Source: an optimization exercise on an open RTL-to-GDS flow (aim: small area, a short achievable clock period and few clock cycles per item). Production flows keep margins and buffers that such runs may drop. No activity file was given, so power comes from the tool's default toggle rates.

## main
==> module top, before the edit <==
module top(input  logic [15:0] data_i,
           input  logic        valid_i,
           input  logic        clk,
           input  logic        rst_n,
           output logic        ready_o,
           output logic        valid_o,
           output logic [31:0] password_o);
    localparam int PW = 25;
    localparam int LO = 5;
    logic        got_n;    
    logic        rdy;      
    logic        tk;       
    logic [15:0] cnt;      
    logic        drain;    
    logic [15:0] x;        
    logic        xv;       
    logic        mv;       
    logic        big;      
    logic        big_in;   
    logic        big_nx;   
    assign ready_o = rdy;
    assign mv      = valid_i & got_n & rdy & rst_n;
    assign big     = xv & ((x[14:11] != 4'd0) || (x[10:0] >= 11'd1600));
    assign big_in  = (data_i[14:11] != 4'd0) || (data_i[10:0] >= 11'd1600);
    assign big_nx  = x[14:0] >= 15'd3200;
    always_ff @(posedge clk) begin
        got_n <= rst_n & (got_n | valid_i);
        tk    <= mv;
        if (big) begin
            x[14:6] <= x[14:6] - 9'd25;
        end else begin
            x  <= data_i;
        end
        xv  <= rst_n & (big | mv);
        rdy <= !rst_n | (big ? !big_nx : !(mv & big_in));
    end
    logic [3:0]  q_h;
    logic [6:0]  r_h;
    always_comb begin
        logic [10:0] t;
        t = x[10:0];
        for (int i = 3; i >= 0; i--) begin
            q_h[i] = t >= (11'd100 << i);
            if (q_h[i]) t = t - (11'd100 << i);
        end
        r_h = t[6:0];
    end
    logic [3:0] q1;
    logic [6:0] a1;
    logic       d1, i1;
    logic       xm;        
    assign xm = rst_n & xv & !big;
    always_ff @(posedge clk) begin
        q1 <= xm ? q_h : 4'd0;
        a1 <= !xm ? 7'd0 : x[15] ? r_h : 7'(7'd100 - r_h);
        d1 <= x[15] | !xm;
        i1 <= rst_n & big;
    end
    logic [6:0] dial;
    logic [7:0] a;
    logic       ge, le, hit, hit1;
    logic [6:0] ndial;
    always_comb begin
        logic       c;
        logic [6:0] b;
        b = a1;
        c = 1'b0;
        for (int i = 0; i < 7; i++) begin
            a[i] = dial[i] ^ b[i] ^ c;
            c = (dial[i] & b[i]) | (c & (dial[i] ^ b[i]));
        end
        a[7] = c;
    end
    assign ge    = a[7] | (a[6] & a[5] & (a[4] | a[3] | a[2]));
    assign le    = !ge | (a == 8'd100);
    assign hit   = d1 ? ge : (le && dial != 7'd0);
    assign ndial = ge ? 7'(a - 8'd100) : a[6:0];
    logic [PW-1:0] pw;
    logic [LO:0]   lo;
    logic          cy;
    logic [PW-LO-1:0] hi_n;
    assign lo = {1'b0, pw[LO-1:0]} + (LO+1)'({i1, q1}) + (LO+1)'(hit1);
    always_comb
        for (int i = 0; i < PW - LO; i++)
            hi_n[i] = pw[LO + i] ^ (cy & &(pw[PW-1:LO] | ~((PW-LO)'((1 << i) - 1))));
    always_ff @(posedge clk) begin
        if (!got_n) begin
            dial <= 7'd50;
            hit1 <= 1'b0;
            cy   <= 1'b0;
            pw   <= '0;
        end else begin
            dial <= ndial;
            hit1 <= hit;
            cy   <= lo[LO];
            pw   <= {hi_n, lo[LO-1:0]};
        end
    end
    always_ff @(posedge clk) begin
        if (!got_n) cnt <= data_i;
        else        cnt <= cnt - {15'd0, tk | drain};
        drain   <= got_n & (drain | (cnt == 16'd0 && !xv));
        valid_o <= rst_n & got_n & drain & (cnt[1:0] == 2'd3);
    end
    assign password_o = {{(32 - PW){1'b0}}, pw};
endmodule
clock: 13.0 ns
lec_check: 0
abc_area: 1
cap_margin: 20
core_margin: 2
core_utilization: 40
place_density: 0.6
slew_margin: 20
run.sh (not shown) runs the stock make flow with config.mk's settings and CLKGATE_MAP_FILE= SYNTH_SCRIPT=/design/flow/synth_recipe.tcl, a recipe that flattens the netlist after the stock synthesis.
The inputs of the feature branch differ from those of main as listed below.
--- a/flow/design.v
+++ b/flow/design.v
@@ -18,11 +18,11 @@
     logic        big;      
     logic        big_in;   
     logic        big_nx;   
     assign ready_o = rdy;
     assign mv      = valid_i & got_n & rdy & rst_n;
-    assign big     = xv & ((x[14:11] != 4'd0) || (x[10:0] >= 11'd1600));
+    assign big     = xv & !rdy;
     assign big_in  = (data_i[14:11] != 4'd0) || (data_i[10:0] >= 11'd1600);
     assign big_nx  = x[14:0] >= 15'd3200;
     always_ff @(posedge clk) begin
         got_n <= rst_n & (got_n | valid_i);
         tk    <= mv;
@@ -32,26 +32,55 @@
             x  <= data_i;
         end
         xv  <= rst_n & (big | mv);
         rdy <= !rst_n | (big ? !big_nx : !(mv & big_in));
     end
+    logic [3:0]  qh;
+    logic [6:0]  rh;
+    always_comb begin
+        case (x[10:6])
+            5'd0: begin qh = 4'd0; rh = 7'd0; end
+            5'd1: begin qh = 4'd0; rh = 7'd64; end
+            5'd2: begin qh = 4'd1; rh = 7'd28; end
+            5'd3: begin qh = 4'd1; rh = 7'd92; end
+            5'd4: begin qh = 4'd2; rh = 7'd56; end
+            5'd5: begin qh = 4'd3; rh = 7'd20; end
+            5'd6: begin qh = 4'd3; rh = 7'd84; end
+            5'd7: begin qh = 4'd4; rh = 7'd48; end
+            5'd8: begin qh = 4'd5; rh = 7'd12; end
+            5'd9: begin qh = 4'd5; rh = 7'd76; end
+            5'd10: begin qh = 4'd6; rh = 7'd40; end
+            5'd11: begin qh = 4'd7; rh = 7'd4; end
+            5'd12: begin qh = 4'd7; rh = 7'd68; end
+            5'd13: begin qh = 4'd8; rh = 7'd32; end
+            5'd14: begin qh = 4'd8; rh = 7'd96; end
+            5'd15: begin qh = 4'd9; rh = 7'd60; end
+            5'd16: begin qh = 4'd10; rh = 7'd24; end
+            5'd17: begin qh = 4'd10; rh = 7'd88; end
+            5'd18: begin qh = 4'd11; rh = 7'd52; end
+            5'd19: begin qh = 4'd12; rh = 7'd16; end
+            5'd20: begin qh = 4'd12; rh = 7'd80; end
+            5'd21: begin qh = 4'd13; rh = 7'd44; end
+            5'd22: begin qh = 4'd14; rh = 7'd8; end
+            5'd23: begin qh = 4'd14; rh = 7'd72; end
+            5'd24: begin qh = 4'd15; rh = 7'd36; end
+            default: begin qh = 4'd0; rh = 7'd0; end
+        endcase
+    end
+    logic [7:0]  hs;
+    logic        hge;
     logic [3:0]  q_h;
     logic [6:0]  r_h;
-    always_comb begin
-        logic [10:0] t;
-        t = x[10:0];
-        for (int i = 3; i >= 0; i--) begin
-            q_h[i] = t >= (11'd100 << i);
-            if (q_h[i]) t = t - (11'd100 << i);
-        end
-        r_h = t[6:0];
-    end
+    assign hs  = {1'b0, rh} + {2'b0, x[5:0]};
+    assign hge = hs >= 8'd100;
+    assign r_h = hge ? 7'(hs - 8'd100) : hs[6:0];
+    assign q_h = qh + {3'd0, hge};
     logic [3:0] q1;
     logic [6:0] a1;
     logic       d1, i1;
     logic       xm;        
-    assign xm = rst_n & xv & !big;
+    assign xm = rst_n & xv & rdy;
     always_ff @(posedge clk) begin
         q1 <= xm ? q_h : 4'd0;
         a1 <= !xm ? 7'd0 : x[15] ? r_h : 7'(7'd100 - r_h);
         d1 <= x[15] | !xm;
         i1 <= rst_n & big;
### Flow results
- Sum of routed wire length over all layers: the feature branch < main
- Looking at worst setup slack after layout, the feature branch sits 0.41 ns lower than main does.
- Diff the feature branch and main: maximum frequency from static timing analysis lower in the feature branch
- Utilization delta for the feature branch relative to main: 1.4 points higher
- Comparing transition time at the pin with the least slew margin for the feature branch and main, the bigger number came from main.
- Diff main -> the feature branch: static leakage power moved down, clock period minus final worst setup slack went up 0.41 ns.
- Comparing the feature branch and main, the higher final cell area excluding filler cells was measured on main.
- Sum of routed wire segments on met1 ends up lower on the feature branch.
- The feature branch ends up with a average cell area after synthesis that is 0.46 um^2 higher than in main.
- Power consumed by sequential cells, the feature branch and main, lower one = main.
No run of this note included a check of the RTL's function; only the layout flow was run.

what the ideal ports hide:
How much do the figures lean on ideal ports? The routed layouts below were timed once more, with nothing changed but the port constraints.
Step 1 (the two cells are an assumption about what drives the block):
set clk [get_ports {clk}]
set_driving_cell -lib_cell sky130_fd_sc_hd__clkbuf_16 $clk
set_driving_cell -lib_cell sky130_fd_sc_hd__buf_2 [delete_from_list [all_inputs] $clk]
Step 2, shift: input delay + t, output delay - t, t = (earliest + latest rising clock arrival at the registers) / 2. This alone moves slack from input paths to output paths.
Slacks: ideal / step 1 / step 2; pairs: ideal / step 1.
run | shift t [ns] | setup WS [ns] | latest minus earliest clock arrival (ns)
main | 0.361 | 8.998 / 8.998 / 8.840 | 0.010 / 0.009
the feature branch | 0.377 | 8.591 / 8.608 / 8.231 | 0.008 / 0.008
After both steps every run listed still meets setup and hold. For the feature branch, which loses most, drivers alone change the setup slack by +0.017 ns; drivers and shift together by -0.360 ns.
